What follows belongs to an exercise in optimizing a design on an open flow for small area and a short achievable clock period; a production flow would make more cautious choices. The RTL was checked by simulation tests, not by an equivalence proof against the original design. Power and IR drop assume default switching activity.

==> inputs of 03-22 <==
==> flow/design.v (excerpt) <==
module reduce_prime2r(
    input               clk,rst_n,
    input [69:0]        c,
    output reg [24:0]   res
    );
Settings: LEC_CHECK=0, CAP_MARGIN=20, CORE_MARGIN=2, CORE_UTILIZATION=60, CTS_BUF_LIST=sky130_fd_sc_hd__clkbuf_4 sky130_fd_sc_hd__clkbuf_8, SETUP_SLACK_MARGIN=2.8, SLEW_MARGIN=20, SYNTH_HIERARCHICAL=1; clock period 5.3 ns.
standard.sh (not shown) runs the stock make flow with config.mk's settings and CLKGATE_MAP_FILE= SYNTH_SCRIPT=/design/flow/synth_recipe.tcl, a recipe that flattens the netlist after the stock synthesis.
==> flow/flow/run.sh <==
#!/bin/bash
set -euo pipefail
export BUFFER_PORTS_ARGS="-buffer_cell sky130_fd_sc_hd__buf_1"
bash standard.sh > standard_flow.log 2>&1
==> inputs of 05-02, as changes to 03-22 <==
CORE_UTILIZATION = 40   (was 60)
==> inputs of 03-04, as changes to 03-22 <==
--- a/flow/design.v
+++ b/flow/design.v
@@ -447,112 +447,90 @@
   assign n207 = ~n203;
   fa_cell u_fa80 (.a(n207), .b(n199), .c(n205), .s(n208), .co(n209));
   assign n210 = c[60] ^ c[65];
   assign n211 = n210;
   assign n212 = n204 ^ n211;
   assign n213 = n212 ^ n206;
   assign n214 = c[0] | ~c[24];
-  assign n215 = c[1] & ~c[25];
-  assign n216 = c[1] ^ ~c[25];
-  assign n217 = c[2] & ~c[26];
-  assign n218 = c[2] ^ ~c[26];
-  assign n219 = c[3] & ~c[27];
-  assign n220 = c[3] ^ ~c[27];
-  assign n221 = c[4] & ~c[28];
-  assign n222 = c[4] ^ ~c[28];
-  assign n223 = c[5] & ~c[29];
-  assign n224 = c[5] ^ ~c[29];
-  assign n225 = n5 & n3;
-  assign n226 = n5 ^ n3;
-  assign n227 = n8 & n6;
-  assign n228 = n8 ^ n6;
-  assign n229 = n11 & n9;
-  assign n230 = n11 ^ n9;
-  assign n231 = n14 & n12;
-  assign n232 = n14 ^ n12;
-  assign n233 = n17 & n15;
-  assign n234 = n17 ^ n15;
-  assign n235 = n20 & n18;
-  assign n236 = n20 ^ n18;
-  assign n237 = n23 & n21;
-  assign n238 = n23 ^ n21;
-  assign n239 = n26 & n24;
-  assign n240 = n26 ^ n24;
-  assign n241 = n29 & n27;
-  assign n242 = n29 ^ n27;
-  assign n243 = n32 & n30;
-  assign n244 = n32 ^ n30;
-  assign n245 = n35 & n33;
-  assign n246 = n35 ^ n33;
-  assign n247 = n38 & n36;
-  assign n248 = n38 ^ n36;
-  assign n249 = n41 & n39;
-  assign n250 = n41 ^ n39;
-  assign n251 = n44 & n42;
-  assign n252 = n44 ^ n42;
-  assign n253 = n47 & n45;
-  assign n254 = n47 ^ n45;
-  assign n255 = n50 & n48;
-  assign n256 = n50 ^ n48;
-  assign n257 = n53 & n51;
-  assign n258 = n53 ^ n51;
-  assign n259 = n215 | (n216 & n214);
-  assign n260 = n216 & 1'b1;
-  assign n261 = n219 | (n220 & n217);
-  assign n262 = n220 & n218;
-  assign n263 = n223 | (n224 & n221);
-  assign n264 = n224 & n222;
-  assign n265 = n217 | (n218 & n259);
-  assign n266 = n218 & n260;
+  gpn_cell u_gp1 (.a(c[1]), .b(~c[25]), .ng(n215), .nt(n216));
+  gpn_cell u_gp2 (.a(c[2]), .b(~c[26]), .ng(n217), .nt(n218));
+  gpn_cell u_gp3 (.a(c[3]), .b(~c[27]), .ng(n219), .nt(n220));
+  gpn_cell u_gp4 (.a(c[4]), .b(~c[28]), .ng(n221), .nt(n222));
+  gpn_cell u_gp5 (.a(c[5]), .b(~c[29]), .ng(n223), .nt(n224));
+  gpn_cell u_gp7 (.a(n5), .b(n3), .ng(n225), .nt(n226));
+  gpn_cell u_gp8 (.a(n8), .b(n6), .ng(n227), .nt(n228));
+  gpn_cell u_gp9 (.a(n11), .b(n9), .ng(n229), .nt(n230));
+  gpn_cell u_gp10 (.a(n14), .b(n12), .ng(n231), .nt(n232));
+  gpn_cell u_gp11 (.a(n17), .b(n15), .ng(n233), .nt(n234));
+  gpn_cell u_gp12 (.a(n20), .b(n18), .ng(n235), .nt(n236));
+  gpn_cell u_gp13 (.a(n23), .b(n21), .ng(n237), .nt(n238));
+  gpn_cell u_gp14 (.a(n26), .b(n24), .ng(n239), .nt(n240));
+  gpn_cell u_gp15 (.a(n29), .b(n27), .ng(n241), .nt(n242));
+  gpn_cell u_gp16 (.a(n32), .b(n30), .ng(n243), .nt(n244));
+  gpn_cell u_gp17 (.a(n35), .b(n33), .ng(n245), .nt(n246));
+  gpn_cell u_gp18 (.a(n38), .b(n36), .ng(n247), .nt(n248));
+  gpn_cell u_gp19 (.a(n41), .b(n39), .ng(n249), .nt(n250));
+  gpn_cell u_gp20 (.a(n44), .b(n42), .ng(n251), .nt(n252));
+  gpn_cell u_gp21 (.a(n47), .b(n45), .ng(n253), .nt(n254));
+  gpn_cell u_gp22 (.a(n50), .b(n48), .ng(n255), .nt(n256));
+  gpn_cell u_gp23 (.a(n53), .b(n51), .ng(n257), .nt(n258));
+  assign n259 = ~n215 | (~n216 & n214);
+  assign n260 = ~n216 & 1'b1;
+  assign n261 = ~n219 | (~n220 & ~n217);
+  assign n262 = ~n220 & ~n218;
+  assign n263 = ~n223 | (~n224 & ~n221);
+  assign n264 = ~n224 & ~n222;
+  assign n265 = ~n217 | (~n218 & n259);
+  assign n266 = ~n218 & n260;
   assign n267 = n261 | (n262 & n259);
   assign n268 = n262 & n260;
-  assign n269 = n221 | (n222 & n267);
-  assign n270 = n222 & n268;
+  assign n269 = ~n221 | (~n222 & n267);
+  assign n270 = ~n222 & n268;
   assign n271 = n263 | (n264 & n267);
   assign n272 = n264 & n268;
-  assign n273 = n225 | (n226 & 1'b0);
-  assign n274 = n226 & n2;
-  assign n275 = n229 | (n230 & n227);
-  assign n276 = n230 & n228;
-  assign n277 = n233 | (n234 & n231);
-  assign n278 = n234 & n232;
-  assign n279 = n227 | (n228 & n273);
-  assign n280 = n228 & n274;
+  assign n273 = ~n225 | (~n226 & 1'b0);
+  assign n274 = ~n226 & n2;
+  assign n275 = ~n229 | (~n230 & ~n227);
+  assign n276 = ~n230 & ~n228;
+  assign n277 = ~n233 | (~n234 & ~n231);
+  assign n278 = ~n234 & ~n232;
+  assign n279 = ~n227 | (~n228 & n273);
+  assign n280 = ~n228 & n274;
   assign n281 = n275 | (n276 & n273);
   assign n282 = n276 & n274;
-  assign n283 = n231 | (n232 & n281);
-  assign n284 = n232 & n282;
+  assign n283 = ~n231 | (~n232 & n281);
+  assign n284 = ~n232 & n282;
   assign n285 = n277 | (n278 & n281);
   assign n286 = n278 & n282;
-  assign n287 = n237 | (n238 & n235);
-  assign n288 = n238 & n236;
-  assign n289 = n241 | (n242 & n239);
-  assign n290 = n242 & n240;
-  assign n291 = n245 | (n246 & n243);
-  assign n292 = n246 & n244;
-  assign n293 = n239 | (n240 & n287);
-  assign n294 = n240 & n288;
+  assign n287 = ~n237 | (~n238 & ~n235);
+  assign n288 = ~n238 & ~n236;
+  assign n289 = ~n241 | (~n242 & ~n239);
+  assign n290 = ~n242 & ~n240;
+  assign n291 = ~n245 | (~n246 & ~n243);
+  assign n292 = ~n246 & ~n244;
+  assign n293 = ~n239 | (~n240 & n287);
+  assign n294 = ~n240 & n288;
   assign n295 = n289 | (n290 & n287);
   assign n296 = n290 & n288;
-  assign n297 = n243 | (n244 & n295);
-  assign n298 = n244 & n296;
+  assign n297 = ~n243 | (~n244 & n295);
+  assign n298 = ~n244 & n296;
   assign n299 = n291 | (n292 & n295);
   assign n300 = n292 & n296;
-  assign n301 = n249 | (n250 & n247);
-  assign n302 = n250 & n248;
-  assign n303 = n253 | (n254 & n251);
-  assign n304 = n254 & n252;
-  assign n305 = n257 | (n258 & n255);
-  assign n306 = n258 & n256;
-  assign n307 = n251 | (n252 & n301);
-  assign n308 = n252 & n302;
+  assign n301 = ~n249 | (~n250 & ~n247);
+  assign n302 = ~n250 & ~n248;
+  assign n303 = ~n253 | (~n254 & ~n251);
+  assign n304 = ~n254 & ~n252;
+  assign n305 = ~n257 | (~n258 & ~n255);
+  assign n306 = ~n258 & ~n256;
+  assign n307 = ~n251 | (~n252 & n301);
+  assign n308 = ~n252 & n302;
   assign n309 = n303 | (n304 & n301);
   assign n310 = n304 & n302;
-  assign n311 = n255 | (n256 & n309);
-  assign n312 = n256 & n310;
+  assign n311 = ~n255 | (~n256 & n309);
+  assign n312 = ~n256 & n310;
   assign n313 = n305 | (n306 & n309);
   assign n314 = n306 & n310;
   wire [24:0] wa = {n209, n202, n195, n188, n181, n174, n167, n160, n153, n146, n139, n132, n125, n118, n111, n104, n97, n91, n90, n79, n74, n69, n64, n59, n54};
   wire [24:0] wb = {n213, n208, n201, n194, n187, n180, n173, n166, n159, n152, n145, n138, n131, n124, n117, n110, n103, n96, 1'b0, n83, n78, n73, n68, n63, n58};
   wire wdg0 = n271;
   wire wdg1 = n285;
   wire wdp1 = n286;
@@ -926,7 +904,11 @@
     if (!rst_n) res <= 25'd0;
     else res <= sum;
 endmodule
 module fa_cell(input a, b, c, output s, co);
   assign s = a ^ b ^ c;
   assign co = (a & b) | (a & c) | (b & c);
 endmodule
+module gpn_cell(input a, b, output ng, nt);
+  assign ng = ~(a & b);
+  assign nt = ~(a | b);
+endmodule
PLACE_DENSITY = 0.75   (was unset)
SETUP_SLACK_MARGIN = 2.4   (was 2.8)
==> qor summary <==
quantity	03-22	05-02	03-04
Beginning of the critical path	c[46]	c[45]	c[44]
Proportion of power drawn by flip-flops and latches	0.315	0.313	0.330
Netlist cell types	48	48	50
Met3 track utilization from global routing	0.0376	0.0276	0.0489
Power density normalized to cell area	483 mW/mm²	476 mW/mm²	497 mW/mm²
Crit-path max cell delay	0.52 ns	0.59 ns	0.57 ns
Result of the run	timing/DRC/antenna clean	timing/DRC/antenna clean	timing/DRC/antenna clean
Total cell area at the placement stage	0.00589 mm²	0.00598 mm²	0.00569 mm²
PnR Total Power	3.05 mW	3.05 mW	2.93 mW
Share of power burned in the clock network	0.166	0.161	0.161
Count of non-CTS buffers in the layout	102	101	97
Peak Freq	398 MHz	398 MHz	380 MHz
First-iteration detailed-routing DRC count	121	124	137
Syn Inst Count	446	446	462
Worst-skew pair later-pin latency	0.35 ns	0.36 ns	0.35 ns

-- re-timing with driven ports --
How much do the figures lean on ideal ports? The routed layouts below were timed once more, with nothing changed but the port constraints. Step 1, drivers: a clkbuf_16 drives clk and a buf_2 each remaining input, both assumed. Step 2 also shifts input and output timing later by t, the mid clock arrival at the registers, as if the neighbouring blocks saw the same clock. Slacks: ideal ports / drivers / drivers and shift; pairs: ideal ports / drivers.
run | t (ns) | slack for setup (ns) | cell pins on the clock port's net
03-22 | 0.372 | 2.787 / 2.788 / 2.416 | 1
05-02 | 0.395 | 2.788 / 2.777 / 2.382 | 1
03-04 | 0.385 | 2.665 / 2.678 / 2.293 | 1
After both steps every run listed still meets setup and hold. The setup slack of 05-02, which loses most, moves by -0.011 ns with the drivers and by -0.406 ns with both steps.
